From an optimization exercise on the open Yosys and OpenROAD flow, aimed at small area and a short achievable clock period; shortcuts taken in it are not production practice. RTL that was checked went through simulation tests only; none was proved equivalent to the original.

Setup of old:
==> flow/design.v (excerpt) <==
module FFT_TOB (
  input  wire signed [15:0] Input_re,
  input  wire signed [15:0] Input_Im,
  input  wire               cordic_Valid,
  input  wire               clk,
  input  wire               rst,
  output wire signed [15:0] Output_FFT_Re,
  output wire signed [15:0] Output_FFT_Im,
  output wire               Data_Valid
);
  reg [3:0] p;
  reg       dv;
  always @(posedge clk or negedge rst)
    if (!rst) begin
      p  <= 4'd0;
      dv <= 1'b0;
    end else begin
      if (cordic_Valid) p <= p + 4'd1;
      if (p == 4'd14)   dv <= 1'b1;
    end
  assign Data_Valid = dv;
  wire p3 = p[3], p2 = p[2], p1 = p[1], p0 = p[0];
  wire first = (p == 4'd0);
  reg  p2is;                  
  wire last  = (p == 4'd15);
  reg [127:0] d1r, d1i;    
  reg [63:0]  d2r, d2i;    
  reg [31:0]  d3r, d3i;    
  reg [15:0]  d4r, d4i;    
  reg [15:0]  zr, zi;      
  reg [16:0]  y0, y1;      
  reg         yodp, yodn, yosp, yosn;
  wire yw1 = (p == 4'd4);
  wire yw3 = (p == 4'd6) | (p == 4'd8);
  wire yw9 = (p == 4'd10);
  wire yw2 = (p == 4'd0) | (p == 4'd5);
  wire yw6 = (p == 4'd2) | (p == 4'd9);
  wire yw4 = (p == 4'd1);
  reg [15:0]  ar, ai;      
  reg [15:0]  br, bi;      
  wire [15:0] xr = Input_re, xi = Input_Im;
  ...
Size: ~3600 cells after synthesis, about 620 flip-flops, roughly 38000 um2 of cells after synthesis.
==> flow/config.mk <==
export PLATFORM = sky130hd
export DESIGN_NAME = FFT_TOB
export DESIGN_NICKNAME = FFT_TOB
export VERILOG_FILES = /design/flow/design.v
export SDC_FILE = /design/flow/constraint.sdc
export NUM_CORES = 4
export LEC_CHECK = 0
export CAP_MARGIN = 20
export CORE_MARGIN = 2
export CORE_UTILIZATION = 40
export SLEW_MARGIN = 20
export SETUP_SLACK_MARGIN = 14.0
==> flow/constraint.sdc <==
create_clock -name core_clock -period 27.0 [get_ports {clk}]
set_input_delay 5.4000 -clock core_clock [delete_from_list [all_inputs] [get_ports {clk}]]
set_output_delay 5.4000 -clock core_clock [all_outputs]
set_load 0.01 [all_outputs]
standard.sh (not shown) runs the stock make flow with config.mk's settings and CLKGATE_MAP_FILE= SYNTH_SCRIPT=/design/flow/synth_recipe.tcl, a recipe that flattens the netlist after the stock synthesis.
==> flow/flow/run.sh <==
#!/bin/bash
cp standard.sh standard_sh_copy.log
echo "export SETUP_SLACK_MARGIN = 14.0" >> config.mk
bash standard.sh > standard.log 2>&1
Changes in new relative to old:
--- a/flow/design.v
+++ b/flow/design.v
@@ -388,41 +388,34 @@
       if (cordic_Valid) p <= p + 4'd1;
       if (p == 4'd14)   dv <= 1'b1;
     end
   assign Data_Valid = dv;
   wire p3 = p[3], p2 = p[2], p1 = p[1], p0 = p[0];
   wire first = (p == 4'd0);
-  reg  p2is;                  
   wire last  = (p == 4'd15);
   reg [127:0] d1r, d1i;    
   reg [63:0]  d2r, d2i;    
   reg [31:0]  d3r, d3i;    
   reg [15:0]  d4r, d4i;    
   reg [15:0]  zr, zi;      
   reg [16:0]  y0, y1;      
-  reg         yodp, yodn, yosp, yosn;
-  wire yw1 = (p == 4'd4);
-  wire yw3 = (p == 4'd6) | (p == 4'd8);
-  wire yw9 = (p == 4'd10);
-  wire yw2 = (p == 4'd0) | (p == 4'd5);
-  wire yw6 = (p == 4'd2) | (p == 4'd9);
-  wire yw4 = (p == 4'd1);
+  reg         yw1, yw3, yw9, yw2, yw6, yw4, yodp, yodn, yosp, yosn;
   reg [15:0]  ar, ai;      
   reg [15:0]  br, bi;      
   wire [15:0] xr = Input_re, xi = Input_Im;
   wire [15:0] r1r = d1r[127:112], r1i = d1i[127:112];
   wire [15:0] r2r = d2r[63:48],   r2i = d2i[63:48];
   wire [15:0] r3r = d3r[31:16],   r3i = d3i[31:16];
   wire [15:0] r4r = d4r,          r4i = d4i;
   wire [15:0] a1r, a1i, b1r, b1i;
-  rca u_a1r (.a(r1r), .b(p3 ? xr : 16'd0), .ci(1'b0), .s(a1r));
-  rca u_a1i (.a(r1i), .b(p3 ? xi : 16'd0), .ci(1'b0), .s(a1i));
+  rca u_a1r (.a(r1r), .b(xr),  .ci(1'b0), .s(a1r));
+  rca u_a1i (.a(r1i), .b(xi),  .ci(1'b0), .s(a1i));
   rca u_b1r (.a(r1r), .b(~xr), .ci(1'b1), .s(b1r));
   rca u_b1i (.a(r1i), .b(~xi), .ci(1'b1), .s(b1i));
-  wire [15:0] s1r = a1r;
-  wire [15:0] s1i = a1i;
+  wire [15:0] s1r = p3 ? a1r : r1r;
+  wire [15:0] s1i = p3 ? a1i : r1i;
   wire [15:0] w1r = p3 ? b1r : xr;
   wire [15:0] w1i = p3 ? b1i : xi;
   wire c2 = ~p3 & p2;
   wire [15:0] b2r, b2i, a2r, a2i;
   rca u_b2r (.a(r2r), .b(~(c2 ? r1i : s1r)),      .ci(1'b1), .s(b2r));
   rca u_b2i (.a(r2i), .b(c2 ? r1r : ~s1i),        .ci(~c2),  .s(b2i));
@@ -448,26 +441,28 @@
   tw_prep u_prep (.ar(yr), .ai(yi), .w1(qw1), .w3(qw3), .w9(qw9), .w2(qw2), .w6(qw6),
                   .y0(py0), .y1(py1), .od_p(podp), .od_n(podn), .os_p(posp), .os_n(posn));
   wire [15:0] er, ei;
   tw_mul u_mul (.y0(y0), .y1(y1), .w1(yw1), .w3(yw3), .w9(yw9), .w2(yw2), .w6(yw6),
                 .od_p(yodp), .od_n(yodn), .os_p(yosp), .os_n(yosn), .zr(er), .zi(ei));
   wire ymul = yw1 | yw3 | yw9 | yw2 | yw6;
+  wire [15:0] ny0;
+  rca u_ny0 (.a(~y0[15:0]), .b(16'd0), .ci(1'b1), .s(ny0));
   wire        x3  = p3 & p2;
   wire [15:0] mr  = x3 ? a2r : zr;
   wire [15:0] mi  = x3 ? a2i : zi;
   wire [15:0] b3r, b3i;
   rca u_b3r (.a(r3r), .b(~mr), .ci(1'b1), .s(b3r));
-  rca u_b3i (.a(r3i), .b(~mi), .ci(~p2is), .s(b3i));
+  rca u_b3i (.a(r3i), .b(~mi), .ci(1'b1), .s(b3i));
   wire [15:0] w3r = p1 ? b3r : mr;
   wire [15:0] w3i = p1 ? b3i : mi;
   wire c5 = p0 & ~p1;
   wire [15:0] s3r, s3i, a3r, a3i, o4r, o4i, e4r, e4i, sumr, sumi, a8r, a8i;
-  rca u_a3r (.a(r3r), .b(p1 ? zr : 16'd0), .ci(1'b0), .s(a3r));
-  rca u_a3i (.a(r3i), .b(p1 ? zi : 16'd0), .ci(p2is), .s(a3i));
-  wire [15:0] s3or = a3r;
-  wire [15:0] s3oi = a3i;
+  rca u_a3r (.a(r3r), .b(zr), .ci(1'b0), .s(a3r));
+  rca u_a3i (.a(r3i), .b(zi), .ci(1'b0), .s(a3i));
+  wire [15:0] s3or = p1 ? a3r : r3r;
+  wire [15:0] s3oi = p1 ? a3i : r3i;
   wire        g3 = p0 & p1;
   wire [15:0] f3r = p0 ? (c5 ? r3i : r3r) : 16'd0;
   wire [15:0] f3i = p0 ? (c5 ? ~r3r : r3i) : 16'd0;
   wire [15:0] fzr = g3 ? zr : 16'd0;
   wire [15:0] fzi = g3 ? zi : 16'd0;
   wire [15:0] hsr = r4r ^ f3r ^ fzr, hsi = r4i ^ f3i ^ fzi;
@@ -488,16 +483,16 @@
   always @(posedge clk) begin
     d1r <= {d1r[111:0], w1r};  d1i <= {d1i[111:0], w1i};
     d2r <= {d2r[47:0],  w2r};  d2i <= {d2i[47:0],  w2i};
     d3r <= {d3r[15:0],  w3r};  d3i <= {d3i[15:0],  w3i};
     d4r <= w4r;                d4i <= w4i;
     y0  <= py0;                y1  <= py1;
-    p2is <= (p == 4'd1);
+    yw1 <= qw1; yw3 <= qw3; yw9 <= qw9; yw2 <= qw2; yw6 <= qw6; yw4 <= qw4;
     yodp <= podp; yodn <= podn; yosp <= posp; yosn <= posn;
     zr  <= ymul ? er : yw4 ? y1[15:0] : y0[15:0];
-    zi  <= ymul ? ei : yw4 ? ~y0[15:0] : y1[15:0];
+    zi  <= ymul ? ei : yw4 ? ny0 : y1[15:0];
     ar  <= sumr;               ai  <= sumi;
     br  <= a8r;                bi  <= a8i;
   end
 endmodule
 module out_add (
   input  wire [15:0] acc,
--- outcome ---
Taking new as 1.0, old lands at 1.10 on count of different cell masters after synthesis. Between old and new, number of rows in the core area increased. Latest clock arrival within the worst-skew pair in new is 0.04 ns lower than in old. The clock skew number comes out higher for old vs new.
No run of this note included a check of the RTL's function; only the layout flow was run.

---

Another version of the RTL of FFT_TOB (not shown whole).
Size: about 3600 cells after synthesis, roughly 630 flip-flops, about 68 I/O pins, about 37000 um^2 of cells after synthesis.
==> module FFT_TOB, before the edit <==
module FFT_TOB (
  input  wire signed [15:0] Input_re,
  input  wire signed [15:0] Input_Im,
  input  wire               cordic_Valid,
  input  wire               clk,
  input  wire               rst,
  output wire signed [15:0] Output_FFT_Re,
  output wire signed [15:0] Output_FFT_Im,
  output wire               Data_Valid
);
  reg [3:0] p;
  reg       dv;
  always @(posedge clk or negedge rst)
    if (!rst) begin
      p  <= 4'd0;
      dv <= 1'b0;
    end else begin
      if (cordic_Valid) p <= p + 4'd1;
      if (p == 4'd14)   dv <= 1'b1;
    end
  assign Data_Valid = dv;
  wire p3 = p[3], p2 = p[2], p1 = p[1], p0 = p[0];
  wire first = (p == 4'd0);
  wire last  = (p == 4'd15);
  reg [127:0] d1r, d1i;    
  reg [63:0]  d2r, d2i;    
  reg [31:0]  d3r, d3i;    
  reg [15:0]  d4r, d4i;    
  reg [15:0]  zr, zi;      
  reg [16:0]  y0, y1;      
  reg         yw1, yw3, yw9, yw2, yw6, yw4, yodp, yodn, yosp, yosn;
  reg [15:0]  ar, ai;      
  reg [15:0]  br, bi;      
  wire [15:0] xr = Input_re, xi = Input_Im;
  wire [15:0] r1r = d1r[127:112], r1i = d1i[127:112];
  wire [15:0] r2r = d2r[63:48],   r2i = d2i[63:48];
  wire [15:0] r3r = d3r[31:16],   r3i = d3i[31:16];
  wire [15:0] r4r = d4r,          r4i = d4i;
  wire [15:0] a1r, a1i, b1r, b1i;
  rca u_a1r (.a(r1r), .b(xr),  .ci(1'b0), .s(a1r));
  rca u_a1i (.a(r1i), .b(xi),  .ci(1'b0), .s(a1i));
  rca u_b1r (.a(r1r), .b(~xr), .ci(1'b1), .s(b1r));
  rca u_b1i (.a(r1i), .b(~xi), .ci(1'b1), .s(b1i));
  wire [15:0] s1r = p3 ? a1r : r1r;
  wire [15:0] s1i = p3 ? a1i : r1i;
  wire [15:0] w1r = p3 ? b1r : xr;
  wire [15:0] w1i = p3 ? b1i : xi;
  wire c2 = ~p3 & p2;
  wire [15:0] b2r, b2i, a2r, a2i;
  rca u_b2r (.a(r2r), .b(~(c2 ? r1i : s1r)),      .ci(1'b1), .s(b2r));
  rca u_b2i (.a(r2i), .b(c2 ? r1r : ~s1i),        .ci(~c2),  .s(b2i));
  wire [15:0] w2r = p2 ? b2r : s1r;
  wire [15:0] w2i = p2 ? b2i : s1i;
  rca u_a2r (.a(r2r), .b(s1r), .ci(1'b0), .s(a2r));
  rca u_a2i (.a(r2i), .b(s1i), .ci(1'b0), .s(a2i));
  wire [3:0]  q   = p + 4'd2;
  wire [15:0] t2r = d2r[31:16], t2i = d2i[31:16];
  wire [15:0] t1r = d1r[95:80], t1i = d1i[95:80];
  wire        qsw = ~q[3] & q[2];
  wire [15:0] yr, yi;
  rca u_yr (.a(t2r), .b(qsw ? t1i : 16'd0),  .ci(1'b0), .s(yr));
  rca u_yi (.a(t2i), .b(qsw ? ~t1r : 16'd0), .ci(qsw), .s(yi));
  wire qw1 = (q == 4'd5);
  wire qw3 = (q == 4'd7) | (q == 4'd9);
  wire qw9 = (q == 4'd11);
  wire qw2 = (q == 4'd1) | (q == 4'd6);
  wire qw6 = (q == 4'd3) | (q == 4'd10);
  wire qw4 = (q == 4'd2);
  wire [16:0] py0, py1;
  wire        podp, podn, posp, posn;
  tw_prep u_prep (.ar(yr), .ai(yi), .w1(qw1), .w3(qw3), .w9(qw9), .w2(qw2), .w6(qw6),
                  .y0(py0), .y1(py1), .od_p(podp), .od_n(podn), .os_p(posp), .os_n(posn));
  wire [15:0] er, ei;
  tw_mul u_mul (.y0(y0), .y1(y1), .w1(yw1), .w3(yw3), .w9(yw9), .w2(yw2), .w6(yw6),
                .od_p(yodp), .od_n(yodn), .os_p(yosp), .os_n(yosn), .zr(er), .zi(ei));
  wire ymul = yw1 | yw3 | yw9 | yw2 | yw6;
  wire [15:0] ny0;
  rca u_ny0 (.a(~y0[15:0]), .b(16'd0), .ci(1'b1), .s(ny0));
  wire        x3  = p3 & p2;
  wire [15:0] mr  = x3 ? a2r : zr;
  wire [15:0] mi  = x3 ? a2i : zi;
  wire [15:0] b3r, b3i;
  rca u_b3r (.a(r3r), .b(~mr), .ci(1'b1), .s(b3r));
  rca u_b3i (.a(r3i), .b(~mi), .ci(1'b1), .s(b3i));
  wire [15:0] w3r = p1 ? b3r : mr;
  wire [15:0] w3i = p1 ? b3i : mi;
  wire c5 = p0 & ~p1;
  wire [15:0] s3r, s3i, a3r, a3i, o4r, o4i, e4r, e4i, sumr, sumi, a8r, a8i;
  rca u_a3r (.a(r3r), .b(zr), .ci(1'b0), .s(a3r));
  rca u_a3i (.a(r3i), .b(zi), .ci(1'b0), .s(a3i));
  wire [15:0] s3or = p1 ? a3r : r3r;
  wire [15:0] s3oi = p1 ? a3i : r3i;
  rca u_e4r (.a(r4r), .b(c5 ? r3i : s3or),  .ci(1'b0), .s(e4r));
  rca u_e4i (.a(r4i), .b(c5 ? ~r3r : s3oi), .ci(c5),   .s(e4i));
  assign o4r = p0 ? e4r : r4r;
  assign o4i = p0 ? e4i : r4i;
  out_add u_or (.acc(first ? 16'd0 : ar), .x(xr), .o(o4r), .last(last), .sum(sumr), .y(Output_FFT_Re));
  out_add u_oi (.acc(first ? 16'd0 : ai), .x(xi), .o(o4i), .last(last), .sum(sumi), .y(Output_FFT_Im));
  wire [15:0] i4r = c5 ? r3i : s3or;
  wire [15:0] b4r, b4i;
  rca u_b4r (.a(r4r), .b(~i4r), .ci(1'b1), .s(b4r));
  rca u_b4i (.a(r4i), .b(c5 ? r3r : ~s3oi), .ci(~c5), .s(b4i));
  rca u_a8r (.a(first ? 16'd0 : br), .b(xr ^ {16{p0}}), .ci(p0), .s(a8r));
  rca u_a8i (.a(first ? 16'd0 : bi), .b(xi ^ {16{p0}}), .ci(p0), .s(a8i));
  wire [15:0] w4r = last ? a8r : p0 ? b4r : s3or;
  wire [15:0] w4i = last ? a8i : p0 ? b4i : s3oi;
  always @(posedge clk) begin
    d1r <= {d1r[111:0], w1r};  d1i <= {d1i[111:0], w1i};
    d2r <= {d2r[47:0],  w2r};  d2i <= {d2i[47:0],  w2i};
    d3r <= {d3r[15:0],  w3r};  d3i <= {d3i[15:0],  w3i};
    d4r <= w4r;                d4i <= w4i;
    y0  <= py0;                y1  <= py1;
    yw1 <= qw1; yw3 <= qw3; yw9 <= qw9; yw2 <= qw2; yw6 <= qw6; yw4 <= qw4;
    yodp <= podp; yodn <= podn; yosp <= posp; yosn <= posn;
    zr  <= ymul ? er : yw4 ? y1[15:0] : y0[15:0];
    zi  <= ymul ? ei : yw4 ? ny0 : y1[15:0];
    ar  <= sumr;               ai  <= sumi;
    br  <= a8r;                bi  <= a8i;
  end
endmodule
export LEC_CHECK = 0
export CAP_MARGIN = 20
export CORE_MARGIN = 2
export CORE_UTILIZATION = 40
export SLEW_MARGIN = 20
export SETUP_SLACK_MARGIN = 13.3
create_clock -name core_clock -period 27.0 [get_ports {clk}]
==> flow/flow/run.sh <==
#!/bin/bash
cp standard.sh standard_sh_copy.log
echo "export SETUP_SLACK_MARGIN = 13.3" >> config.mk
bash standard.sh > standard.log 2>&1
The baseline went through all stages and came out clean.
Next try:
--- a/flow/design.v
+++ b/flow/design.v
@@ -460,10 +460,16 @@
   rca u_a3i (.a(r3i), .b(zi), .ci(1'b0), .s(a3i));
   wire [15:0] s3or = p1 ? a3r : r3r;
   wire [15:0] s3oi = p1 ? a3i : r3i;
-  rca u_e4r (.a(r4r), .b(c5 ? r3i : s3or),  .ci(1'b0), .s(e4r));
-  rca u_e4i (.a(r4i), .b(c5 ? ~r3r : s3oi), .ci(c5),   .s(e4i));
-  assign o4r = p0 ? e4r : r4r;
-  assign o4i = p0 ? e4i : r4i;
+  wire        g3 = p0 & p1;
+  wire [15:0] f3r = p0 ? (c5 ? r3i : r3r) : 16'd0;
+  wire [15:0] f3i = p0 ? (c5 ? ~r3r : r3i) : 16'd0;
+  wire [15:0] fzr = g3 ? zr : 16'd0;
+  wire [15:0] fzi = g3 ? zi : 16'd0;
+  wire [15:0] hsr = r4r ^ f3r ^ fzr, hsi = r4i ^ f3i ^ fzi;
+  wire [15:0] hcr = (r4r & f3r) | (r4r & fzr) | (f3r & fzr);
+  wire [15:0] hci = (r4i & f3i) | (r4i & fzi) | (f3i & fzi);
+  rca u_e4r (.a(hsr), .b({hcr[14:0], 1'b0}), .ci(1'b0), .s(o4r));
+  rca u_e4i (.a(hsi), .b({hci[14:0], c5}),   .ci(1'b0), .s(o4i));
   out_add u_or (.acc(first ? 16'd0 : ar), .x(xr), .o(o4r), .last(last), .sum(sumr), .y(Output_FFT_Re));
   out_add u_oi (.acc(first ? 16'd0 : ai), .x(xi), .o(o4i), .last(last), .sum(sumi), .y(Output_FFT_Im));
   wire [15:0] i4r = c5 ? r3i : s3or;
=> The changed run produced a clean layout. Via count rose by 4.5%. Final area rose by 2.8%. Synthesized area rose by 3.4%. Global-route usage rose by 0.69 points. Worst setup slack got worse by 52 ps. Hold slack got worse by 10 ps. First-iteration DRC count rose by 6.7%. Sequential share of layout area fell by 0.83 points. Core utilization fell by 0.29 points. Fmax fell by 0.38%.
No functional check of the RTL was part of the second run of this note.

static timing again, ports no longer ideal:
The results above use ideal ports. As a check the final layouts listed here were re-extracted and re-timed, cells and wires unchanged.
Step 1 (the two cells are an assumption about what drives the block):
set clk [get_ports {clk}]
set_driving_cell -lib_cell sky130_fd_sc_hd__clkbuf_16 $clk
set_driving_cell -lib_cell sky130_fd_sc_hd__buf_2 [delete_from_list [all_inputs] $clk]
Step 2 times the ports against the registers' clock, not the clock port: input delays grow and output delays shrink by t, the midpoint of the rising clock arrivals with the driver on.
Three values: no drivers, after step 1, after step 2; two values: the first two.
run | t (ns) | setup slack, ns | clock arrival spread, ns | worst register clock-pin slew, ns | cell pins on the clock port's net
old | 0.718 | 13.168 / 13.106 / 13.392 | 0.074 / 0.074 | 0.08 / 0.08 | 1
new | 0.692 | 13.413 / 13.351 / 13.556 | 0.041 / 0.041 | 0.07 / 0.07 | 1
the first run of note 2 | 0.660 | 13.353 / 13.318 / 13.318 | 0.040 / 0.040 | 0.07 / 0.07 | 1
the second run of note 2 | 0.689 | 13.301 / 13.237 / 13.315 | 0.035 / 0.035 | 0.07 / 0.07 | 1
After both steps setup and hold are still met in every run listed. The setup slack of the first run of note 2, which loses most, moves by -0.035 ns with the drivers and by -0.035 ns with both steps.
